This is an optimization exercise on Yosys and OpenROAD, whose aim is small area and a short achievable clock period, not a production implementation. The RTL was checked by simulation tests, not by an equivalence proof against the original design. No activity file was given, so power comes from the tool's default toggle rates.

==> flow/design.v <==
module bit32_2to1mux(out, sel, in1, in2);
input [31:0] in1, in2;
output [31:0] out;
input sel;
assign out = sel ? in2 : in1;
endmodule
module wdata_n(out, sel, alu, h);
input [31:0] alu;
input [63:0] h;
output [31:0] out;
input sel;
genvar j;
generate
for (j = 0; j < 32; j = j + 1) begin : bt
  assign out[j] = ~(sel ? (h[2*j] | h[2*j+1]) : alu[j]);
end
endgenerate
endmodule
module addr_add(addr, an, imm);
output [4:0] addr;
input [4:0] an, imm;
assign addr = ~an + imm;
endmodule
module bop_bit(out, r, alusrc, k);
output out;
input r, alusrc, k;
assign out = (r & ~alusrc) ^ k;
endmodule
module g_inv(y, a);
output y;
input a;
assign y = ~a;
endmodule
module g_nand2(y, a, b);
output y;
input a, b;
assign y = ~(a & b);
endmodule
module g_nor2(y, a, b);
output y;
input a, b;
assign y = ~(a | b);
endmodule
module g_nand3(y, a, b, c);
output y;
input a, b, c;
assign y = ~(a & b & c);
endmodule
module g_and3(y, a, b, c);
output y;
input a, b, c;
assign y = a & b & c;
endmodule
module g_and2(y, a, b);
output y;
input a, b;
assign y = a & b;
endmodule
module g_nand4(y, a, b, c, d);
output y;
input a, b, c, d;
assign y = ~(a & b & c & d);
endmodule
module g_nor3(y, a, b, c);
output y;
input a, b, c;
assign y = ~(a | b | c);
endmodule
module g_a21o(y, a1, a2, b1);
output y;
input a1, a2, b1;
assign y = (a1 & a2) | b1;
endmodule
module g_a22oi(y, a1, a2, b1, b2);
output y;
input a1, a2, b1, b2;
assign y = ~((a1 & a2) | (b1 & b2));
endmodule
module g_a21oi(y, a1, a2, b1);
output y;
input a1, a2, b1;
assign y = ~((a1 & a2) | b1);
endmodule
module g_o21ai(y, a1, a2, b1);
output y;
input a1, a2, b1;
assign y = ~((a1 | a2) & b1);
endmodule
module g_xor2(y, a, b);
output y;
input a, b;
assign y = a ^ b;
endmodule
module g_xnor2(y, a, b);
output y;
input a, b;
assign y = ~(a ^ b);
endmodule
module g_xor2o(y, a, b);
output y;
input a, b;
assign y = a ^ b;
endmodule
module g_xnor2o(y, a, b);
output y;
input a, b;
assign y = ~(a ^ b);
endmodule
module ks_carry(c, g, t);
output [31:0] c;
input [31:0] g, t;
wire G1_31;
wire T1_31;
wire G1_30;
wire T1_30;
wire G1_29;
wire T1_29;
wire G1_28;
wire T1_28;
wire G1_27;
wire T1_27;
wire G1_26;
wire T1_26;
wire G1_25;
wire T1_25;
wire G1_24;
wire T1_24;
wire G1_23;
wire T1_23;
wire G1_22;
wire T1_22;
wire G1_21;
wire T1_21;
wire G1_20;
wire T1_20;
wire G1_19;
wire T1_19;
wire G1_18;
wire T1_18;
wire G1_17;
wire T1_17;
wire G1_16;
wire T1_16;
wire G1_15;
wire T1_15;
wire G1_14;
wire T1_14;
wire G1_13;
wire T1_13;
wire G1_12;
wire T1_12;
wire G1_11;
wire T1_11;
wire G1_10;
wire T1_10;
wire G1_9;
wire T1_9;
wire G1_8;
wire T1_8;
wire G1_7;
wire T1_7;
wire G1_6;
wire T1_6;
wire G1_5;
wire T1_5;
wire G1_4;
wire T1_4;
wire G1_3;
wire T1_3;
wire G1_2;
wire T1_2;
wire G1_1;
wire G2_31;
wire T2_31;
wire G2_30;
wire T2_30;
wire G2_29;
wire T2_29;
wire G2_28;
wire T2_28;
wire G2_27;
wire T2_27;
wire G2_26;
wire T2_26;
wire G2_25;
wire T2_25;
wire G2_24;
wire T2_24;
wire G2_23;
wire T2_23;
wire G2_22;
wire T2_22;
wire G2_21;
wire T2_21;
wire G2_20;
wire T2_20;
wire G2_19;
wire T2_19;
wire G2_18;
wire T2_18;
wire G2_17;
wire T2_17;
wire G2_16;
wire T2_16;
wire G2_15;
wire T2_15;
wire G2_14;
wire T2_14;
wire G2_13;
wire T2_13;
wire G2_12;
wire T2_12;
wire G2_11;
wire T2_11;
wire G2_10;
wire T2_10;
wire G2_9;
wire T2_9;
wire G2_8;
wire T2_8;
wire G2_7;
wire T2_7;
wire G2_6;
wire T2_6;
wire G2_5;
wire T2_5;
wire G2_4;
wire T2_4;
wire G2_3;
wire G2_2;
wire g_0_i;
wire G3_31;
wire T3_31;
wire G3_30;
wire T3_30;
wire G3_29;
wire T3_29;
wire G3_28;
wire T3_28;
wire G3_27;
wire T3_27;
wire G3_26;
wire T3_26;
wire G3_25;
wire T3_25;
wire G3_24;
wire T3_24;
wire G3_23;
wire T3_23;
wire G3_22;
wire T3_22;
wire G3_21;
wire T3_21;
wire G3_20;
wire T3_20;
wire G3_19;
wire T3_19;
wire G3_18;
wire T3_18;
wire G3_17;
wire T3_17;
wire G3_16;
wire T3_16;
wire G3_15;
wire T3_15;
wire G3_14;
wire T3_14;
wire G3_13;
wire T3_13;
wire G3_12;
wire T3_12;
wire G3_11;
wire T3_11;
wire G3_10;
wire T3_10;
wire G3_9;
wire T3_9;
wire G3_8;
wire T3_8;
wire G3_7;
wire G3_6;
wire G3_5;
wire G1_1_i;
wire G3_4;
wire G4_31;
wire T4_31;
wire G4_30;
wire T4_30;
wire G4_29;
wire T4_29;
wire G4_28;
wire T4_28;
wire G4_27;
wire T4_27;
wire G4_26;
wire T4_26;
wire G4_25;
wire T4_25;
wire G4_24;
wire T4_24;
wire G4_23;
wire T4_23;
wire G4_22;
wire T4_22;
wire G4_21;
wire T4_21;
wire G4_20;
wire T4_20;
wire G4_19;
wire T4_19;
wire G4_18;
wire T4_18;
wire G4_17;
wire T4_17;
wire G4_16;
wire T4_16;
wire G4_15;
wire G4_14;
wire G4_13;
wire G4_12;
wire G4_11;
wire G2_3_i;
wire G4_10;
wire G2_2_i;
wire G4_9;
wire G4_8;
wire G5_31;
wire G5_30;
wire G5_29;
wire G5_28;
wire G5_27;
wire G5_26;
wire G5_25;
wire G5_24;
wire G5_23;
wire G3_7_i;
wire G5_22;
wire G3_6_i;
wire G5_21;
wire G3_5_i;
wire G5_20;
wire G3_4_i;
wire G5_19;
wire G5_18;
wire G5_17;
wire G5_16;
wire G5_16_i;
wire G5_17_i;
wire G5_18_i;
wire G5_19_i;
wire G5_20_i;
wire G5_21_i;
wire G5_22_i;
wire G5_23_i;
wire G5_24_i;
wire G5_25_i;
wire G5_26_i;
wire G5_27_i;
wire G5_28_i;
wire G5_29_i;
wire G5_30_i;
wire G5_31_i;
g_a21oi u1(G1_31, t[31], g[30], g[31]);
g_nand2 u2(T1_31, t[31], t[30]);
g_a21oi u3(G1_30, t[30], g[29], g[30]);
g_nand2 u4(T1_30, t[30], t[29]);
g_a21oi u5(G1_29, t[29], g[28], g[29]);
g_nand2 u6(T1_29, t[29], t[28]);
g_a21oi u7(G1_28, t[28], g[27], g[28]);
g_nand2 u8(T1_28, t[28], t[27]);
g_a21oi u9(G1_27, t[27], g[26], g[27]);
g_nand2 u10(T1_27, t[27], t[26]);
g_a21oi u11(G1_26, t[26], g[25], g[26]);
g_nand2 u12(T1_26, t[26], t[25]);
g_a21oi u13(G1_25, t[25], g[24], g[25]);
g_nand2 u14(T1_25, t[25], t[24]);
g_a21oi u15(G1_24, t[24], g[23], g[24]);
g_nand2 u16(T1_24, t[24], t[23]);
g_a21oi u17(G1_23, t[23], g[22], g[23]);
g_nand2 u18(T1_23, t[23], t[22]);
g_a21oi u19(G1_22, t[22], g[21], g[22]);
g_nand2 u20(T1_22, t[22], t[21]);
g_a21oi u21(G1_21, t[21], g[20], g[21]);
g_nand2 u22(T1_21, t[21], t[20]);
g_a21oi u23(G1_20, t[20], g[19], g[20]);
g_nand2 u24(T1_20, t[20], t[19]);
g_a21oi u25(G1_19, t[19], g[18], g[19]);
g_nand2 u26(T1_19, t[19], t[18]);
g_a21oi u27(G1_18, t[18], g[17], g[18]);
g_nand2 u28(T1_18, t[18], t[17]);
g_a21oi u29(G1_17, t[17], g[16], g[17]);
g_nand2 u30(T1_17, t[17], t[16]);
g_a21oi u31(G1_16, t[16], g[15], g[16]);
g_nand2 u32(T1_16, t[16], t[15]);
g_a21oi u33(G1_15, t[15], g[14], g[15]);
g_nand2 u34(T1_15, t[15], t[14]);
g_a21oi u35(G1_14, t[14], g[13], g[14]);
g_nand2 u36(T1_14, t[14], t[13]);
g_a21oi u37(G1_13, t[13], g[12], g[13]);
g_nand2 u38(T1_13, t[13], t[12]);
g_a21oi u39(G1_12, t[12], g[11], g[12]);
g_nand2 u40(T1_12, t[12], t[11]);
g_a21oi u41(G1_11, t[11], g[10], g[11]);
g_nand2 u42(T1_11, t[11], t[10]);
g_a21oi u43(G1_10, t[10], g[9], g[10]);
g_nand2 u44(T1_10, t[10], t[9]);
g_a21oi u45(G1_9, t[9], g[8], g[9]);
g_nand2 u46(T1_9, t[9], t[8]);
g_a21oi u47(G1_8, t[8], g[7], g[8]);
g_nand2 u48(T1_8, t[8], t[7]);
g_a21oi u49(G1_7, t[7], g[6], g[7]);
g_nand2 u50(T1_7, t[7], t[6]);
g_a21oi u51(G1_6, t[6], g[5], g[6]);
g_nand2 u52(T1_6, t[6], t[5]);
g_a21oi u53(G1_5, t[5], g[4], g[5]);
g_nand2 u54(T1_5, t[5], t[4]);
g_a21oi u55(G1_4, t[4], g[3], g[4]);
g_nand2 u56(T1_4, t[4], t[3]);
g_a21oi u57(G1_3, t[3], g[2], g[3]);
g_nand2 u58(T1_3, t[3], t[2]);
g_a21oi u59(G1_2, t[2], g[1], g[2]);
g_nand2 u60(T1_2, t[2], t[1]);
g_a21oi u61(G1_1, t[1], g[0], g[1]);
g_o21ai u62(G2_31, T1_31, G1_29, G1_31);
g_nor2 u63(T2_31, T1_31, T1_29);
g_o21ai u64(G2_30, T1_30, G1_28, G1_30);
g_nor2 u65(T2_30, T1_30, T1_28);
g_o21ai u66(G2_29, T1_29, G1_27, G1_29);
g_nor2 u67(T2_29, T1_29, T1_27);
g_o21ai u68(G2_28, T1_28, G1_26, G1_28);
g_nor2 u69(T2_28, T1_28, T1_26);
g_o21ai u70(G2_27, T1_27, G1_25, G1_27);
g_nor2 u71(T2_27, T1_27, T1_25);
g_o21ai u72(G2_26, T1_26, G1_24, G1_26);
g_nor2 u73(T2_26, T1_26, T1_24);
g_o21ai u74(G2_25, T1_25, G1_23, G1_25);
g_nor2 u75(T2_25, T1_25, T1_23);
g_o21ai u76(G2_24, T1_24, G1_22, G1_24);
g_nor2 u77(T2_24, T1_24, T1_22);
g_o21ai u78(G2_23, T1_23, G1_21, G1_23);
g_nor2 u79(T2_23, T1_23, T1_21);
g_o21ai u80(G2_22, T1_22, G1_20, G1_22);
g_nor2 u81(T2_22, T1_22, T1_20);
g_o21ai u82(G2_21, T1_21, G1_19, G1_21);
g_nor2 u83(T2_21, T1_21, T1_19);
g_o21ai u84(G2_20, T1_20, G1_18, G1_20);
g_nor2 u85(T2_20, T1_20, T1_18);
g_o21ai u86(G2_19, T1_19, G1_17, G1_19);
g_nor2 u87(T2_19, T1_19, T1_17);
g_o21ai u88(G2_18, T1_18, G1_16, G1_18);
g_nor2 u89(T2_18, T1_18, T1_16);
g_o21ai u90(G2_17, T1_17, G1_15, G1_17);
g_nor2 u91(T2_17, T1_17, T1_15);
g_o21ai u92(G2_16, T1_16, G1_14, G1_16);
g_nor2 u93(T2_16, T1_16, T1_14);
g_o21ai u94(G2_15, T1_15, G1_13, G1_15);
g_nor2 u95(T2_15, T1_15, T1_13);
g_o21ai u96(G2_14, T1_14, G1_12, G1_14);
g_nor2 u97(T2_14, T1_14, T1_12);
g_o21ai u98(G2_13, T1_13, G1_11, G1_13);
g_nor2 u99(T2_13, T1_13, T1_11);
g_o21ai u100(G2_12, T1_12, G1_10, G1_12);
g_nor2 u101(T2_12, T1_12, T1_10);
g_o21ai u102(G2_11, T1_11, G1_9, G1_11);
g_nor2 u103(T2_11, T1_11, T1_9);
g_o21ai u104(G2_10, T1_10, G1_8, G1_10);
g_nor2 u105(T2_10, T1_10, T1_8);
g_o21ai u106(G2_9, T1_9, G1_7, G1_9);
g_nor2 u107(T2_9, T1_9, T1_7);
g_o21ai u108(G2_8, T1_8, G1_6, G1_8);
g_nor2 u109(T2_8, T1_8, T1_6);
g_o21ai u110(G2_7, T1_7, G1_5, G1_7);
g_nor2 u111(T2_7, T1_7, T1_5);
g_o21ai u112(G2_6, T1_6, G1_4, G1_6);
g_nor2 u113(T2_6, T1_6, T1_4);
g_o21ai u114(G2_5, T1_5, G1_3, G1_5);
g_nor2 u115(T2_5, T1_5, T1_3);
g_o21ai u116(G2_4, T1_4, G1_2, G1_4);
g_nor2 u117(T2_4, T1_4, T1_2);
g_o21ai u118(G2_3, T1_3, G1_1, G1_3);
g_inv u119(g_0_i, g[0]);
g_o21ai u120(G2_2, T1_2, g_0_i, G1_2);
g_a21oi u121(G3_31, T2_31, G2_27, G2_31);
g_nand2 u122(T3_31, T2_31, T2_27);
g_a21oi u123(G3_30, T2_30, G2_26, G2_30);
g_nand2 u124(T3_30, T2_30, T2_26);
g_a21oi u125(G3_29, T2_29, G2_25, G2_29);
g_nand2 u126(T3_29, T2_29, T2_25);
g_a21oi u127(G3_28, T2_28, G2_24, G2_28);
g_nand2 u128(T3_28, T2_28, T2_24);
g_a21oi u129(G3_27, T2_27, G2_23, G2_27);
g_nand2 u130(T3_27, T2_27, T2_23);
g_a21oi u131(G3_26, T2_26, G2_22, G2_26);
g_nand2 u132(T3_26, T2_26, T2_22);
g_a21oi u133(G3_25, T2_25, G2_21, G2_25);
g_nand2 u134(T3_25, T2_25, T2_21);
g_a21oi u135(G3_24, T2_24, G2_20, G2_24);
g_nand2 u136(T3_24, T2_24, T2_20);
g_a21oi u137(G3_23, T2_23, G2_19, G2_23);
g_nand2 u138(T3_23, T2_23, T2_19);
g_a21oi u139(G3_22, T2_22, G2_18, G2_22);
g_nand2 u140(T3_22, T2_22, T2_18);
g_a21oi u141(G3_21, T2_21, G2_17, G2_21);
g_nand2 u142(T3_21, T2_21, T2_17);
g_a21oi u143(G3_20, T2_20, G2_16, G2_20);
g_nand2 u144(T3_20, T2_20, T2_16);
g_a21oi u145(G3_19, T2_19, G2_15, G2_19);
g_nand2 u146(T3_19, T2_19, T2_15);
g_a21oi u147(G3_18, T2_18, G2_14, G2_18);
g_nand2 u148(T3_18, T2_18, T2_14);
g_a21oi u149(G3_17, T2_17, G2_13, G2_17);
g_nand2 u150(T3_17, T2_17, T2_13);
g_a21oi u151(G3_16, T2_16, G2_12, G2_16);
g_nand2 u152(T3_16, T2_16, T2_12);
g_a21oi u153(G3_15, T2_15, G2_11, G2_15);
g_nand2 u154(T3_15, T2_15, T2_11);
g_a21oi u155(G3_14, T2_14, G2_10, G2_14);
g_nand2 u156(T3_14, T2_14, T2_10);
g_a21oi u157(G3_13, T2_13, G2_9, G2_13);
g_nand2 u158(T3_13, T2_13, T2_9);
g_a21oi u159(G3_12, T2_12, G2_8, G2_12);
g_nand2 u160(T3_12, T2_12, T2_8);
g_a21oi u161(G3_11, T2_11, G2_7, G2_11);
g_nand2 u162(T3_11, T2_11, T2_7);
g_a21oi u163(G3_10, T2_10, G2_6, G2_10);
g_nand2 u164(T3_10, T2_10, T2_6);
g_a21oi u165(G3_9, T2_9, G2_5, G2_9);
g_nand2 u166(T3_9, T2_9, T2_5);
g_a21oi u167(G3_8, T2_8, G2_4, G2_8);
g_nand2 u168(T3_8, T2_8, T2_4);
g_a21oi u169(G3_7, T2_7, G2_3, G2_7);
g_a21oi u170(G3_6, T2_6, G2_2, G2_6);
g_inv u171(G1_1_i, G1_1);
g_a21oi u172(G3_5, T2_5, G1_1_i, G2_5);
g_a21oi u173(G3_4, T2_4, g[0], G2_4);
g_o21ai u174(G4_31, T3_31, G3_23, G3_31);
g_nor2 u175(T4_31, T3_31, T3_23);
g_o21ai u176(G4_30, T3_30, G3_22, G3_30);
g_nor2 u177(T4_30, T3_30, T3_22);
g_o21ai u178(G4_29, T3_29, G3_21, G3_29);
g_nor2 u179(T4_29, T3_29, T3_21);
g_o21ai u180(G4_28, T3_28, G3_20, G3_28);
g_nor2 u181(T4_28, T3_28, T3_20);
g_o21ai u182(G4_27, T3_27, G3_19, G3_27);
g_nor2 u183(T4_27, T3_27, T3_19);
g_o21ai u184(G4_26, T3_26, G3_18, G3_26);
g_nor2 u185(T4_26, T3_26, T3_18);
g_o21ai u186(G4_25, T3_25, G3_17, G3_25);
g_nor2 u187(T4_25, T3_25, T3_17);
g_o21ai u188(G4_24, T3_24, G3_16, G3_24);
g_nor2 u189(T4_24, T3_24, T3_16);
g_o21ai u190(G4_23, T3_23, G3_15, G3_23);
g_nor2 u191(T4_23, T3_23, T3_15);
g_o21ai u192(G4_22, T3_22, G3_14, G3_22);
g_nor2 u193(T4_22, T3_22, T3_14);
g_o21ai u194(G4_21, T3_21, G3_13, G3_21);
g_nor2 u195(T4_21, T3_21, T3_13);
g_o21ai u196(G4_20, T3_20, G3_12, G3_20);
g_nor2 u197(T4_20, T3_20, T3_12);
g_o21ai u198(G4_19, T3_19, G3_11, G3_19);
g_nor2 u199(T4_19, T3_19, T3_11);
g_o21ai u200(G4_18, T3_18, G3_10, G3_18);
g_nor2 u201(T4_18, T3_18, T3_10);
g_o21ai u202(G4_17, T3_17, G3_9, G3_17);
g_nor2 u203(T4_17, T3_17, T3_9);
g_o21ai u204(G4_16, T3_16, G3_8, G3_16);
g_nor2 u205(T4_16, T3_16, T3_8);
g_o21ai u206(G4_15, T3_15, G3_7, G3_15);
g_o21ai u207(G4_14, T3_14, G3_6, G3_14);
g_o21ai u208(G4_13, T3_13, G3_5, G3_13);
g_o21ai u209(G4_12, T3_12, G3_4, G3_12);
g_inv u210(G2_3_i, G2_3);
g_o21ai u211(G4_11, T3_11, G2_3_i, G3_11);
g_inv u212(G2_2_i, G2_2);
g_o21ai u213(G4_10, T3_10, G2_2_i, G3_10);
g_o21ai u214(G4_9, T3_9, G1_1, G3_9);
g_o21ai u215(G4_8, T3_8, g_0_i, G3_8);
g_a21oi u216(G5_31, T4_31, G4_15, G4_31);
g_a21oi u217(G5_30, T4_30, G4_14, G4_30);
g_a21oi u218(G5_29, T4_29, G4_13, G4_29);
g_a21oi u219(G5_28, T4_28, G4_12, G4_28);
g_a21oi u220(G5_27, T4_27, G4_11, G4_27);
g_a21oi u221(G5_26, T4_26, G4_10, G4_26);
g_a21oi u222(G5_25, T4_25, G4_9, G4_25);
g_a21oi u223(G5_24, T4_24, G4_8, G4_24);
g_inv u224(G3_7_i, G3_7);
g_a21oi u225(G5_23, T4_23, G3_7_i, G4_23);
g_inv u226(G3_6_i, G3_6);
g_a21oi u227(G5_22, T4_22, G3_6_i, G4_22);
g_inv u228(G3_5_i, G3_5);
g_a21oi u229(G5_21, T4_21, G3_5_i, G4_21);
g_inv u230(G3_4_i, G3_4);
g_a21oi u231(G5_20, T4_20, G3_4_i, G4_20);
g_a21oi u232(G5_19, T4_19, G2_3, G4_19);
g_a21oi u233(G5_18, T4_18, G2_2, G4_18);
g_a21oi u234(G5_17, T4_17, G1_1_i, G4_17);
g_a21oi u235(G5_16, T4_16, g[0], G4_16);
assign c[0] = g[0];
assign c[1] = G1_1_i;
assign c[2] = G2_2;
assign c[3] = G2_3;
assign c[4] = G3_4_i;
assign c[5] = G3_5_i;
assign c[6] = G3_6_i;
assign c[7] = G3_7_i;
assign c[8] = G4_8;
assign c[9] = G4_9;
assign c[10] = G4_10;
assign c[11] = G4_11;
assign c[12] = G4_12;
assign c[13] = G4_13;
assign c[14] = G4_14;
assign c[15] = G4_15;
g_inv u236(G5_16_i, G5_16);
assign c[16] = G5_16_i;
g_inv u237(G5_17_i, G5_17);
assign c[17] = G5_17_i;
g_inv u238(G5_18_i, G5_18);
assign c[18] = G5_18_i;
g_inv u239(G5_19_i, G5_19);
assign c[19] = G5_19_i;
g_inv u240(G5_20_i, G5_20);
assign c[20] = G5_20_i;
g_inv u241(G5_21_i, G5_21);
assign c[21] = G5_21_i;
g_inv u242(G5_22_i, G5_22);
assign c[22] = G5_22_i;
g_inv u243(G5_23_i, G5_23);
assign c[23] = G5_23_i;
g_inv u244(G5_24_i, G5_24);
assign c[24] = G5_24_i;
g_inv u245(G5_25_i, G5_25);
assign c[25] = G5_25_i;
g_inv u246(G5_26_i, G5_26);
assign c[26] = G5_26_i;
g_inv u247(G5_27_i, G5_27);
assign c[27] = G5_27_i;
g_inv u248(G5_28_i, G5_28);
assign c[28] = G5_28_i;
g_inv u249(G5_29_i, G5_29);
assign c[29] = G5_29_i;
g_inv u250(G5_30_i, G5_30);
assign c[30] = G5_30_i;
g_inv u251(G5_31_i, G5_31);
assign c[31] = G5_31_i;
endmodule
module predec5(pa, pb, a);
output [3:0] pa;
output [7:0] pb;
input [4:0] a;
assign pa = 4'b1 << a[1:0];
assign pb = 8'b1 << a[4:2];
endmodule
module ALU(an, bn, carryin, op, o1n, result, resout);
input [31:0] an, bn;
input carryin, o1n;
input [1:0] op;
output [31:0] result, resout;
wire [31:0] g, t, c, pre;
wire cin = carryin & op[1];
wire [31:0] h;
alu_pg pg(g, t, h, an, bn, o1n, cin);
alu_pre pl(pre, t, h, op);
ks_carry ks(c, g, t);
genvar j;
generate
for (j = 0; j < 32; j = j + 1) begin : bt
  if (j == 0) begin
    g_xor2 x(result[j], pre[j], cin);
    g_xor2o xo(resout[j], pre[j], cin);
  end else begin
    g_xor2 x(result[j], pre[j], c[j-1]);
    g_xor2o xo(resout[j], pre[j], c[j-1]);
  end
end
endgenerate
endmodule
module alu_pre(pre, t, h, op);
output [31:0] pre;
input [31:0] t, h;
input [1:0] op;
genvar j;
generate
for (j = 0; j < 32; j = j + 1) begin : bt
  pre_bit p(pre[j], t[j], h[j], op[1], op[0]);
end
endgenerate
endmodule
module pre_bit(pre, t, h, o1, o0);
output pre;
input t, h, o1, o0;
assign pre = o1 ? (t & ~h) : (o0 ? t : h);
endmodule
module alu_pg(g, t, h, an, bn, o1n, cin);
output [31:0] g, t, h;
input [31:0] an, bn;
input o1n, cin;
genvar j;
generate
for (j = 0; j < 32; j = j + 1) begin : bt
  if (j == 0) begin
    assign g[0] = ~(an[0] | bn[0] | o1n) | (~(an[0] & bn[0]) & cin);
  end else begin
    g_nor3 n(g[j], an[j], bn[j], o1n);
  end
  g_nand2 tt(t[j], an[j], bn[j]);
  g_nor2 hh(h[j], an[j], bn[j]);
end
endgenerate
endmodule
module alu_control(o0,o1,o2,op, ALUOp1, ALUOp0);
    output o0,o1,o2;
    input [5:0] op;
    input ALUOp1, ALUOp0;
    assign o2 = ALUOp0 | (ALUOp1 & op[1]);
    assign o1 = (~ALUOp1) | (~op[2]);
    assign o0 = ALUOp1 & (op[3] | op[0]);
endmodule
module alu_logic(o1n, op, ALUOp1);
    output o1n;
    input [5:0] op;
    input ALUOp1;
    assign o1n = ALUOp1 & op[2];
endmodule
module alu_early(k, imm, alusrc, o2);
output [31:0] k;
input [31:0] imm;
input alusrc, o2;
genvar j;
generate
for (j = 0; j < 32; j = j + 1) begin : bt
  g_a21o a(k[j], alusrc, imm[j], o2);
end
endgenerate
endmodule
module alusrc_dec(alusrc, alusrcn, op);
output alusrc, alusrcn;
input [5:0] op;
wire a, b0, b, y, z;
g_nand3 ga(a, op[5], op[1], op[0]);
g_nor3 gb0(b0, op[5], op[1], op[0]);
g_nand2 gb(b, op[3], b0);
g_nand2 gy(y, a, b);
g_nor2 gz(z, op[4], op[2]);
g_and2 gs(alusrc, y, z);
g_nand2 gsn(alusrcn, y, z);
endmodule
module ANDarray (RegDst,ALUSrc, MemtoReg, RegWrite, MemRead, MemWrite,Branch,ALUOp0,ALUOp1,Op);
input [5:0] Op;
output RegDst,ALUSrc,MemtoReg, RegWrite, MemRead, MemWrite, Branch, ALUOp0, ALUOp1;
wire Rformat, lw,sw,beq,addi;
assign Rformat= (~Op[0])& (~Op[1])& (~Op[2])& (~Op[3])& (~Op[4])& (~Op[5]);
assign lw = (Op[5]) & (~Op[4]) & (~Op[3]) & (~Op[2]) & (Op[1]) & (Op[0]);
assign sw = (Op[5]) & (~Op[4]) & (Op[3]) & (~Op[2]) & (Op[1]) & (Op[0]);
assign beq = (~Op[5]) & (~Op[4]) & (~Op[3]) & (Op[2]) & (~Op[1]) & (~Op[0]);
assign addi = (~Op[5]) & (~Op[4]) & (Op[3]) & (~Op[2]) & (~Op[1]) & (~Op[0]);
assign RegDst=Rformat;
assign ALUSrc = lw | sw | addi;
assign MemtoReg = lw;
assign RegWrite = Rformat | lw | addi;
assign MemRead = lw;
assign MemWrite = sw;
assign Branch = beq;
assign ALUOp1 = Rformat;
assign ALUOp0 = beq;
endmodule
module sign_extender(outp, inp);
output[31:0] outp;
input[15:0] inp;
assign outp = {{16{inp[15]}}, inp};
endmodule
module RegFile32(clk, reset, ReadReg1, ReadReg2, WriteDataN, WriteReg, RegWrite,
                 ReadData1N, H2);
input clk, reset, RegWrite;
input [31:0] WriteDataN;
input [4:0] ReadReg1, ReadReg2, WriteReg;
output [31:0] ReadData1N;
output [63:0] H2;
reg [31:0] regs [0:31];
reg [31:0] valid;
wire [31:0] sel1, sel2;
wire [1023:0] flat;
wire [255:0] Q1, Q2;
wire [63:0] H1;
wire [3:0] pa1, pa2;
wire [7:0] pb1, pb2;
predec5 pd1(pa1, pb1, ReadReg1);
predec5 pd2(pa2, pb2, ReadReg2);
genvar i, j;
generate
for (i = 0; i < 32; i = i + 1) begin : g
  always @(posedge clk)
    if (RegWrite && WriteReg == i) regs[i] <= WriteDataN;
  always @(posedge clk or negedge reset)
    if (!reset) valid[i] <= 1'b0;
    else if (RegWrite && WriteReg == i) valid[i] <= 1'b1;
  g_nand3 s1(sel1[i], pa1[i % 4], pb1[i / 4], valid[i]);
  g_nand3 s2(sel2[i], pa2[i % 4], pb2[i / 4], valid[i]);
end
for (i = 0; i < 32; i = i + 1) begin : f
  assign flat[i*32 +: 32] = regs[i];
end
endgenerate
andor32q t1(Q1, sel1, flat);
andor32q t2(Q2, sel2, flat);
qcomb c1(H1, Q1);
qcomb c2(H2, Q2);
for (j = 0; j < 32; j = j + 1) begin : ot
  g_nor2 f1(ReadData1N[j], H1[2*j], H1[2*j+1]);
end
endmodule
module andor32q(q, seln, dn);
output [255:0] q;
input [31:0] seln;
input [1023:0] dn;
reg [31:0] r [0:7];
integer k, m;
always @* begin
  for (m = 0; m < 8; m = m + 1) begin
    r[m] = 32'b0;
    for (k = 0; k < 4; k = k + 1)
      r[m] = r[m] | ~({32{seln[4*m+k]}} | dn[(4*m+k)*32 +: 32]);
  end
end
genvar j, n;
generate
for (j = 0; j < 32; j = j + 1) begin : bt
  for (n = 0; n < 8; n = n + 1) begin : qt
    assign q[8*j+n] = ~r[n][j];
  end
end
endgenerate
endmodule
module qcomb(h, q);
output [63:0] h;
input [255:0] q;
genvar j;
generate
for (j = 0; j < 64; j = j + 1) begin : bt
  g_nand4 n(h[j], q[4*j], q[4*j+1], q[4*j+2], q[4*j+3]);
end
endgenerate
endmodule
module data_memory(clk, Address, WriteDataN, MemWrite, H);
input clk, MemWrite;
input [31:0] WriteDataN;
output [63:0] H;
input [4:0] Address;
reg [31:0] mem [0:31];
wire [31:0] sel;
wire [1023:0] flat;
wire [255:0] Q;
wire [3:0] pa;
wire [7:0] pb;
predec5 pd(pa, pb, Address);
genvar i, j;
generate
for (i = 0; i < 32; i = i + 1) begin : g
  always @(posedge clk)
    if (MemWrite && Address == i) mem[i] <= WriteDataN;
  g_nand2 s(sel[i], pa[i % 4], pb[i / 4]);
end
for (i = 0; i < 32; i = i + 1) begin : f
  assign flat[i*32 +: 32] = mem[i];
end
endgenerate
andor32q t(Q, sel, flat);
qcomb c(H, Q);
endmodule
module SCDDataPath(ALUout, instr, reset, clk);
output [31:0] ALUout;
input clk, reset;
input [31:0] instr;
wire RegDst, ALUSrc, ALUSrcN, MemtoReg, RegWrite, MemRead, MemWrite, Branch, ALUOp0, ALUOp1;
wire o0, o1, o2, o1n;
wire [31:0] ReadData1N, ReadData2N, BOperandN, AluRes, WriteDataN, signextended, k;
wire [63:0] H2, HM;
wire [4:0] WriteReg;
wire ALUSrcCtl;
ANDarray control_unit(RegDst, ALUSrcCtl, MemtoReg, RegWrite, MemRead, MemWrite, Branch, ALUOp0, ALUOp1, instr[31:26]);
alusrc_dec alusrc_fast(ALUSrc, ALUSrcN, instr[31:26]);
alu_control alu_con(o0, o1, o2, instr[5:0], ALUOp1, ALUOp0);
alu_logic alu_lg(o1n, instr[5:0], ALUOp1);
sign_extender sign_extend(signextended, instr[15:0]);
alu_early early(k, signextended, ALUSrc, o2);
assign WriteReg = RegDst ? instr[15:11] : instr[20:16];
RegFile32 register_file(clk, reset, instr[25:21], instr[20:16], WriteDataN, WriteReg, RegWrite,
                        ReadData1N, H2);
genvar j;
generate
for (j = 0; j < 32; j = j + 1) begin : bt
  wire rbn;
  g_nor2 rd2(ReadData2N[j], H2[2*j], H2[2*j+1]);
  g_o21ai rbm(rbn, H2[2*j], H2[2*j+1], ALUSrcN);
  g_xor2 bx(BOperandN[j], rbn, k[j]);
end
endgenerate
wdata_n wd(WriteDataN, MemtoReg, AluRes, HM);
ALU alu_instance(ReadData1N, BOperandN, o2, {o1, o0}, o1n, AluRes, ALUout);
wire [4:0] MemAddr;
addr_add aadd(MemAddr, ReadData1N[4:0], instr[4:0]);
data_memory data_mem(clk, MemAddr, ReadData2N, MemWrite, HM);
endmodule
==> flow/run.sh <==
#!/bin/bash
# synth_recipe.tcl (not shown) runs the flow's synth.tcl, then flattens the netlist and writes it again
# the make line also repeats each setting of config.mk as NAME=value (left out here)
make -C /OpenROAD-flow-scripts/flow DESIGN_CONFIG=/design/flow/config.mk WORK_HOME=/design/flow/orfs CLKGATE_MAP_FILE= SYNTH_SCRIPT=/design/flow/synth_recipe.tcl finish
==> flow/config.mk <==
export PLATFORM = sky130hd
export DESIGN_NAME = SCDDataPath
export DESIGN_NICKNAME = SCDDataPath
export VERILOG_FILES = /design/flow/design.v
export SDC_FILE = /design/flow/constraint.sdc
export NUM_CORES = 4
export LEC_CHECK = 0
export CAP_MARGIN = 20
export CORE_MARGIN = 2
export CORE_UTILIZATION = 40
export CTS_BUF_LIST = sky130_fd_sc_hd__clkbuf_8 sky130_fd_sc_hd__clkbuf_16
export CTS_CLUSTER_DIAMETER = 80
export CTS_CLUSTER_SIZE = 20
export SETUP_SLACK_MARGIN = 3
export SLEW_MARGIN = 20
export SYNTH_HIERARCHICAL = 1
==> flow/constraint.sdc <==
create_clock -name core_clock -period 10.5 [get_ports {clk}]
set_input_delay 2.1000 -clock core_clock [delete_from_list [all_inputs] [get_ports {clk}]]
set_output_delay 2.1000 -clock core_clock [all_outputs]
set_load 0.01 [all_outputs]
==> metrics.cfg, run 1 <==
[run_status]
status=complete, no violations

[sta]
fmax_mhz=125
setup-violations-final=0
finalClockSkew_ps=42.4
period_needed_ps=8020
worst_slew_pin_slew_ps=1210
report.final.hold_viol_count=0
maxSlewHeadroom_pct=19.0
min_period_over_period_pct=76.4
finalSetupTns_ps=0
holdWs_ps=581
final_max_slew_viol_count=0
rsz0062_at_grt=true

[worst_setup_path]
cp.required_ps=8400
crit_type=in -> out
arrival_ps=5920
cp_max_fo=8
endpoint_kind=primary output
crit_start=instr[25]
r2r_start=register_file.valid[12]
cp-start-kind=input pin

[pwr]
finalPower_mw=15.4
swShare_pct=24.0
irDropWorstVdd_mv=0.151
pwr-share-clk_pct=30.7
p_int_mw=11.7
power_frac_seq_pct=60.3
pwr-share-comb_pct=9.0
cellLeakagePower_nw=32.8
power_density_nw_per_um2=151
p_switching_mw=3.69

[route]
final_antenna_net_count=0
drt_iter0_markers=9863
drc=0
dr.pass1.iters=8
num_vias=61342
vias_per_cell=6.49
wl_per_cell_um=32.9
routed_wirelength_mm=311

[hold_path]
worstHoldStart=register_file.valid[7]
hold_path_class=reg -> reg

[floorplan]
rows=169
start_util_pct=40.3
fp.dieW_um=466
die_h_um=466
io-pin-count=66
dieArea_sq_um=218000
core_area_sq_um=212000

[clock_tree]
h-tree-depth=3
clkLatencyLatePin_ps=820
clockBufferDepth=3
clkTransAtPathRegs_ps=80
cts_made_buffers=117
cts_tree=built
cts_sinks=2080
cts_root_buf=clkbuf_16

[cells_and_area]
nets=6623
utilization_pct=48.1
mostFrequentLayoutCells=2048 x edfxtp_1, 1495 x o22ai_1, 798 x nor2_1
area_growth_pct=19.5
drive_gt1_share_pct=24.4
n_fill_cell=17830
layout_commonest_cell=edfxtp_1

[synth]
synth_fp_nets=6047
synthCells=6008
syn_area_per_cell_sq_um=14.2
synth_warnings=12
syn_area_sq_um=85500

[global_routing]
grt_usage_pct=27.3
grt_max_degree=65
grt_pass1_vias=56329
grt_overflow=0
antenna_found_initial=17
grt_pass1_wl_mm=423

[place]
port_buffers=65
dpl.hpwl_mm=183
place.gp.congestion=0.938

[job]
drv_cap=0

## final cells by class
| class | instances | area (sq um) | share of cell area, % |
|---|---|---|---|
| diodes | 7 | 17.5 | 0.0171 |
| clock buffers | 118 | 2940 | 2.88 |
| clock inverters | 40 | 338 | 0.330 |
| inverters | 62 | 244 | 0.239 |
| multi-input cells | 3494 | 24100 | 23.6 |
| flip-flops and latches | 2080 | 62300 | 60.9 |
| well taps | 2821 | 3530 | 3.45 |
| repair buffers | 829 | 8710 | 8.53 |
## stage by stage
stage	worst slack, ps	std cells	area [sq um]
after CTS	2490	9322	99700
final	2480	9451	102000
after detailed placement	271	8823	90300
after global placement	116	8822	90300
after global routing	2440	9445	102000
after floorplan	3010	6008	85600
## final timing paths
check | slack, ps | endpoint | cells after the start
worst max register to register | 3860 | register_file.regs[11][21] | 40
worst min register to register | 580 | register_file.valid[7] | 1
worst min-delay path | 580 | register_file.valid[7] | 1
min in group asynchronous | 1700 | register_file.valid[0] | 2
worst max-delay path | 2480 | ALUout[25] | 22
max in group asynchronous | 8480 | register_file.valid[7] | 2
## worst max-delay path, stage by stage
cell and delay [ps]:
buf_6 120, and3b_2 260, buf_12 150, nand3_4 70, buf_12 160, bufbuf_16 270, buf_4 100, o22ai_1 50
nor2_1 180, nand4_1 510, nor2_4 370, nand2_4 110, a21oi_4 190, buf_6 120, o21ai_4 60, a21oi_4 180
buf_4 140, o21ai_2 50, a21oi_2 220, inv_2 110, xor2_4 210, buf_6 130
## power groups by stage
stage / Sequential (mW) / Clock (mW) / Combinational (mW)
6_report: 9.28 / 4.73 / 1.39
5_1_grt: 9.28 / 5.03 / 1.43
4_1_cts: 9.28 / 4.74 / 1.29
3_5_place_dp: 9.46 / 0 / 1.17
3_3_place_gp: 9.46 / 0 / 1.15
2_1_floorplan: 9.46 / 0 / 0.556
## per-layer routing
layer / GRT usage (%) / part of all wire, %
met1: 35.9 / 36
met2: 42.1 / 45
met3: 6.24 / 12
met4: 14.7 / 6.4
met5: 0 / 0.021
## state kept, by name (all words and copies together) (netlist names)
name,flops
data_mem.mem,1024
register_file.regs,1024
register_file.valid,32
## repair_timing
| item | CTS | global route |
|---|---|---|
| endpoints found under the setup margin | 1092 | 1022 |
| setup buffers | 311 | 115 |
| cloned | 30 | 7 |
| hold buffers | 0 | 0 |
| pin swaps | 190 | 172 |
| gates resized for setup | 747 | 318 |
==> run 2, diff against run 1 <==
--- a/flow/design.v
+++ b/flow/design.v
@@ -4,15 +4,15 @@
 input sel;
 assign out = sel ? in2 : in1;
 endmodule
-module wdata_n(out, sel, alu, h);
+module wdata(out, sel, alu, h);
 input [31:0] alu;
-input [63:0] h;
+input [95:0] h;
 output [31:0] out;
 input sel;
 genvar j;
 generate
 for (j = 0; j < 32; j = j + 1) begin : bt
-  assign out[j] = ~(sel ? (h[2*j] | h[2*j+1]) : alu[j]);
+  assign out[j] = sel ? (h[3*j] | h[3*j+1] | h[3*j+2]) : alu[j];
 end
 endgenerate
 endmodule
@@ -71,6 +71,16 @@
 input a1, a2, b1;
 assign y = (a1 & a2) | b1;
 endmodule
+module g_or3(y, a, b, c);
+output y;
+input a, b, c;
+assign y = a | b | c;
+endmodule
+module g_o31ai(y, a1, a2, a3, b1);
+output y;
+input a1, a2, a3, b1;
+assign y = ~((a1 | a2 | a3) & b1);
+endmodule
 module g_a22oi(y, a1, a2, b1, b2);
 output y;
 input a1, a2, b1, b2;
@@ -769,19 +779,19 @@
 input[15:0] inp;
 assign outp = {{16{inp[15]}}, inp};
 endmodule
-module RegFile32(clk, reset, ReadReg1, ReadReg2, WriteDataN, WriteReg, RegWrite,
+module RegFile32(clk, reset, ReadReg1, ReadReg2, WriteData, WriteReg, RegWrite,
                  ReadData1N, H2);
 input clk, reset, RegWrite;
-input [31:0] WriteDataN;
+input [31:0] WriteData;
 input [4:0] ReadReg1, ReadReg2, WriteReg;
 output [31:0] ReadData1N;
-output [63:0] H2;
+output [95:0] H2;
 reg [31:0] regs [0:31];
 reg [31:0] valid;
 wire [31:0] sel1, sel2;
 wire [1023:0] flat;
-wire [255:0] Q1, Q2;
-wire [63:0] H1;
+wire [351:0] Q1, Q2;
+wire [95:0] H1;
 wire [3:0] pa1, pa2;
 wire [7:0] pb1, pb2;
 predec5 pd1(pa1, pb1, ReadReg1);
@@ -790,66 +800,64 @@
 generate
 for (i = 0; i < 32; i = i + 1) begin : g
   always @(posedge clk)
-    if (RegWrite && WriteReg == i) regs[i] <= WriteDataN;
+    if (RegWrite && WriteReg == i) regs[i] <= WriteData;
   always @(posedge clk or negedge reset)
     if (!reset) valid[i] <= 1'b0;
     else if (RegWrite && WriteReg == i) valid[i] <= 1'b1;
-  g_nand3 s1(sel1[i], pa1[i % 4], pb1[i / 4], valid[i]);
-  g_nand3 s2(sel2[i], pa2[i % 4], pb2[i / 4], valid[i]);
+  g_and3 s1(sel1[i], pa1[i % 4], pb1[i / 4], valid[i]);
+  g_and3 s2(sel2[i], pa2[i % 4], pb2[i / 4], valid[i]);
 end
 for (i = 0; i < 32; i = i + 1) begin : f
   assign flat[i*32 +: 32] = regs[i];
 end
 endgenerate
-andor32q t1(Q1, sel1, flat);
-andor32q t2(Q2, sel2, flat);
-qcomb c1(H1, Q1);
-qcomb c2(H2, Q2);
+andor32g t1(Q1, sel1, flat);
+andor32g t2(Q2, sel2, flat);
+gcomb c1(H1, Q1);
+gcomb c2(H2, Q2);
 for (j = 0; j < 32; j = j + 1) begin : ot
-  g_nor2 f1(ReadData1N[j], H1[2*j], H1[2*j+1]);
+  g_nor3 f1(ReadData1N[j], H1[3*j], H1[3*j+1], H1[3*j+2]);
 end
 endmodule
-module andor32q(q, seln, dn);
-output [255:0] q;
-input [31:0] seln;
-input [1023:0] dn;
-reg [31:0] r [0:7];
-integer k, m;
-always @* begin
-  for (m = 0; m < 8; m = m + 1) begin
-    r[m] = 32'b0;
-    for (k = 0; k < 4; k = k + 1)
-      r[m] = r[m] | ~({32{seln[4*m+k]}} | dn[(4*m+k)*32 +: 32]);
-  end
-end
-genvar j, n;
+module andor32g(g, sel, d);
+output [351:0] g;
+input [31:0] sel;
+input [1023:0] d;
+genvar j, m;
 generate
 for (j = 0; j < 32; j = j + 1) begin : bt
-  for (n = 0; n < 8; n = n + 1) begin : qt
-    assign q[8*j+n] = ~r[n][j];
+  for (m = 0; m < 11; m = m + 1) begin : gt
+    if (m < 10) begin
+      assign g[11*j+m] = ~((sel[3*m] & d[(3*m)*32+j]) | (sel[3*m+1] & d[(3*m+1)*32+j])
+                           | (sel[3*m+2] & d[(3*m+2)*32+j]));
+    end else begin
+      assign g[11*j+m] = ~((sel[30] & d[30*32+j]) | (sel[31] & d[31*32+j]));
+    end
   end
 end
 endgenerate
 endmodule
-module qcomb(h, q);
-output [63:0] h;
-input [255:0] q;
+module gcomb(h, g);
+output [95:0] h;
+input [351:0] g;
 genvar j;
 generate
-for (j = 0; j < 64; j = j + 1) begin : bt
-  g_nand4 n(h[j], q[4*j], q[4*j+1], q[4*j+2], q[4*j+3]);
+for (j = 0; j < 32; j = j + 1) begin : bt
+  g_nand4 n0(h[3*j], g[11*j], g[11*j+1], g[11*j+2], g[11*j+3]);
+  g_nand4 n1(h[3*j+1], g[11*j+4], g[11*j+5], g[11*j+6], g[11*j+7]);
+  g_nand3 n2(h[3*j+2], g[11*j+8], g[11*j+9], g[11*j+10]);
 end
 endgenerate
 endmodule
-module data_memory(clk, Address, WriteDataN, MemWrite, H);
+module data_memory(clk, Address, WriteData, MemWrite, H);
 input clk, MemWrite;
-input [31:0] WriteDataN;
-output [63:0] H;
+input [31:0] WriteData;
+output [95:0] H;
 input [4:0] Address;
 reg [31:0] mem [0:31];
 wire [31:0] sel;
 wire [1023:0] flat;
-wire [255:0] Q;
+wire [351:0] Q;
 wire [3:0] pa;
 wire [7:0] pb;
 predec5 pd(pa, pb, Address);
@@ -857,15 +865,15 @@
 generate
 for (i = 0; i < 32; i = i + 1) begin : g
   always @(posedge clk)
-    if (MemWrite && Address == i) mem[i] <= WriteDataN;
-  g_nand2 s(sel[i], pa[i % 4], pb[i / 4]);
+    if (MemWrite && Address == i) mem[i] <= WriteData;
+  g_and2 s(sel[i], pa[i % 4], pb[i / 4]);
 end
 for (i = 0; i < 32; i = i + 1) begin : f
   assign flat[i*32 +: 32] = mem[i];
 end
 endgenerate
-andor32q t(Q, sel, flat);
-qcomb c(H, Q);
+andor32g t(Q, sel, flat);
+gcomb c(H, Q);
 endmodule
 module SCDDataPath(ALUout, instr, reset, clk);
 output [31:0] ALUout;
@@ -873,8 +881,8 @@
 input [31:0] instr;
 wire RegDst, ALUSrc, ALUSrcN, MemtoReg, RegWrite, MemRead, MemWrite, Branch, ALUOp0, ALUOp1;
 wire o0, o1, o2, o1n;
-wire [31:0] ReadData1N, ReadData2N, BOperandN, AluRes, WriteDataN, signextended, k;
-wire [63:0] H2, HM;
+wire [31:0] ReadData1N, ReadData2, BOperandN, AluRes, WriteData, signextended, k;
+wire [95:0] H2, HM;
 wire [4:0] WriteReg;
 wire ALUSrcCtl;
 ANDarray control_unit(RegDst, ALUSrcCtl, MemtoReg, RegWrite, MemRead, MemWrite, Branch, ALUOp0, ALUOp1, instr[31:26]);
@@ -884,20 +892,20 @@
 sign_extender sign_extend(signextended, instr[15:0]);
 alu_early early(k, signextended, ALUSrc, o2);
 assign WriteReg = RegDst ? instr[15:11] : instr[20:16];
-RegFile32 register_file(clk, reset, instr[25:21], instr[20:16], WriteDataN, WriteReg, RegWrite,
+RegFile32 register_file(clk, reset, instr[25:21], instr[20:16], WriteData, WriteReg, RegWrite,
                         ReadData1N, H2);
 genvar j;
 generate
 for (j = 0; j < 32; j = j + 1) begin : bt
   wire rbn;
-  g_nor2 rd2(ReadData2N[j], H2[2*j], H2[2*j+1]);
-  g_o21ai rbm(rbn, H2[2*j], H2[2*j+1], ALUSrcN);
+  g_or3 rd2(ReadData2[j], H2[3*j], H2[3*j+1], H2[3*j+2]);
+  g_o31ai rbm(rbn, H2[3*j], H2[3*j+1], H2[3*j+2], ALUSrcN);
   g_xor2 bx(BOperandN[j], rbn, k[j]);
 end
 endgenerate
-wdata_n wd(WriteDataN, MemtoReg, AluRes, HM);
+wdata wd(WriteData, MemtoReg, AluRes, HM);
 ALU alu_instance(ReadData1N, BOperandN, o2, {o1, o0}, o1n, AluRes, ALUout);
 wire [4:0] MemAddr;
 addr_add aadd(MemAddr, ReadData1N[4:0], instr[4:0]);
-data_memory data_mem(clk, MemAddr, ReadData2N, MemWrite, HM);
+data_memory data_mem(clk, MemAddr, ReadData2, MemWrite, HM);
 endmodule
--- a/flow/config.mk
+++ b/flow/config.mk
@@ -7,7 +7,7 @@
 export LEC_CHECK = 0
 export CAP_MARGIN = 20
 export CORE_MARGIN = 2
-export CORE_UTILIZATION = 40
+export CORE_UTILIZATION = 50
 export CTS_BUF_LIST = sky130_fd_sc_hd__clkbuf_8 sky130_fd_sc_hd__clkbuf_16
 export CTS_CLUSTER_DIAMETER = 80
 export CTS_CLUSTER_SIZE = 20
==> metrics.cfg, run 2 <==
[cells_and_area]
mostFrequentLayoutCells=2048 x edfxtp_1, 960 x a222oi_1, 479 x buf_4
nets=5401
n_fill_cell=12777
area_growth_pct=15.1
layout_commonest_cell=edfxtp_1
top_regs=data_mem.mem x1024, register_file.regs x1024, register_file.valid x32
drive_gt1_share_pct=26.1

[worst_setup_path]
endpoint_kind=primary output
crit_path_max_incr_delay_ps=340
cp_common_cell=buf_6
crit_family=buffers and inverters
path_cells=buf_12, and2_4, buf_6, and3_4, buf_12, a222oi_1, nand4_1, buf_6, o31ai_4, xor2_2, nand2_2, buf_4, nand2_2, o21ai_4, a21oi_2, buf_4, o21ai_4, buf_6, a21oi_4, inv_2, xor2_4, buf_6
arrival_ps=6030
worstReg2RegEnd=register_file.regs[22][28]
rrSetupSlack_ps=3780
cp_max_fo=7
endpoint=ALUout[27]
r2r_start=register_file.valid[10]
cp.depth=22
rr_worst_depth=41
cp.required_ps=8400
cp_slowest_cell=a222oi_1
path_buf_inv=9
crit_start=instr[17]
cp-start-kind=input pin
crit_type=in -> out

[floorplan]
start_util_pct=50.2
dieArea_sq_um=173000
die_h_um=416
fp.dieW_um=416
rows=151
io-pin-count=66
core_area_sq_um=169000

[sta]
period_needed_ps=8130
finalClockSkew_ps=46.6
rsz0062_at_grt=true
final_max_slew_viol_count=0
report.final.hold_viol_count=0
holdWs_ps=500
setup-violations-final=0
min_period_over_period_pct=77.4
finalSetupTns_ps=0
maxSlewHeadroom_pct=30.8
worst_slew_pin_slew_ps=1040
fmax_mhz=123

[clock_tree]
cts_made_buffers=117
clkLatencyLatePin_ps=800
h-tree-depth=3
cts_sinks=2080
cts_tree=built
clockBufferDepth=3
clkTransAtPathRegs_ps=80
cts_root_buf=clkbuf_16

[synth]
synth_fp_nets=4928
synth_warnings=10
syn_area_per_cell_sq_um=17.3
synthCells=4889
syn_area_sq_um=84700

[job]
drv_cap=0

[pwr]
cellLeakagePower_nw=32.4
irDropWorstVdd_mv=0.144
power_density_nw_per_um2=157

[place]
port_buffers=65
dpl.hpwl_mm=187
place.gp.congestion=0.961

[hold_path]
hold_path_class=reg -> reg

[route]
routed_wirelength_mm=301
final_antenna_net_count=0
dr.pass1.iters=14
vias_per_cell=7.45
wl_per_cell_um=39.5
drc=0
num_vias=56788
drt_iter0_markers=14410

[global_routing]
antenna_found_initial=12
grt_pass1_wl_mm=409
grt_max_degree=66
grt_pass1_vias=53999
grt_usage_pct=33.4
grt_overflow=0

[run_status]
status=complete, no violations

-- run 2: metrics by stage --
step / cell area, sq um / power (mW) / setup WS (ps) / cells / util (%)
finish: 97500 / 15.3 / 2370 / 7618 / 57.7
global route: 97500 / 15.6 / 2270 / 7614 / 57.7
CTS: 95500 / 15.2 / 2480 / 7511 / 56.6
detailed placement: 88900 / 10.6 / 465 / 7175 / 52.7
global placement: 88900 / 10.6 / 390 / 7175 / 52.6
floorplan: 84700 / 9.97 / 3010 / 4889 / -
-- run 2: how the worst min path moves through the flow --
stage                                        from                       to  slack, ps  depth (start not counted)
final                     register_file.valid[30]  register_file.valid[30]        500                          1
after floorplan            register_file.valid[0]   register_file.valid[0]        450                          1
after global placement    register_file.valid[28]  register_file.valid[28]        470                          1
after detailed placement  register_file.valid[27]  register_file.valid[27]        470                          1
after CTS                 register_file.valid[26]  register_file.valid[26]        500                          1
after global routing       register_file.valid[2]   register_file.valid[2]        530                          1
-- run 2: power breakdown --
group	leakage, nW	switching [mW]	internal, mW	total [mW]
Sequential	19.8	0.0117	9.25	9.26
Clock	1.64	2.62	2.04	4.66
Combinational	11.0	0.934	0.413	1.35
-- run 2: per-layer routing --
| metal | track usage [%] | vias up | wire length (um) |
|---|---|---|---|
| met5 | 0 | - | 38 |
| met4 | 19.8 | 4 | 21400 |
| met3 | 6.56 | 886 | 36800 |
| met2 | 53.7 | 4639 | 141000 |
| met1 | 42.3 | 28688 | 102000 |
| li1 | - | 22571 | - |
-- run 2: area by class of cell --
| type | instances | area (sq um) | share of cell area (%) |
|---|---|---|---|
| Antenna cell | 4 | 10.0 | 0.0103 |
| Clock inverter | 34 | 223 | 0.228 |
| Multi-Input combinational cell | 2369 | 21700 | 22.3 |
| Timing Repair Buffer | 732 | 7230 | 7.42 |
| Sequential cell | 2080 | 62300 | 63.9 |
| Clock buffer | 119 | 2980 | 3.05 |
| Inverter | 62 | 250 | 0.257 |
| Tap cell | 2218 | 2780 | 2.85 |
-- run 2: timing repair --
item	4_1_cts	5_1_grt
buffers inserted	178	95
hold buffers	0	0
gates cloned	5	8
pin swaps	224	186
endpoints found under the setup margin	1136	886
gates resized for setup	569	253

## what the ideal ports hide
No port has a modelled driver above. Below, the same layouts with a new extraction and two added sets of constraints.
Step 1, drivers: a clkbuf_16 drives clk and a buf_2 each remaining input, both assumed.
Step 2 also shifts input and output timing later by t, the mid clock arrival at the registers, as if the neighbouring blocks saw the same clock.
a / b / c = ideal / step 1 / step 2; a / b = the first two.
| run | t (ns) | setup WS [ns] | worst setup path at the end | worst register clock-pin slew, ns | worst slew at a driven data input, ns |
|---|---|---|---|---|---|
| run 1 | 0.896 | 2.478 / 2.440 / 1.836 | input to register | 0.10 / 0.10 | 0.18 |
| run 2 | 0.855 | 2.373 / 2.326 / 1.739 | input to register | 0.09 / 0.09 | 0.08 |
After both steps every run listed still meets setup and hold. The setup slack of run 1, which loses most, moves by -0.038 ns with the drivers and by -0.642 ns with both steps.
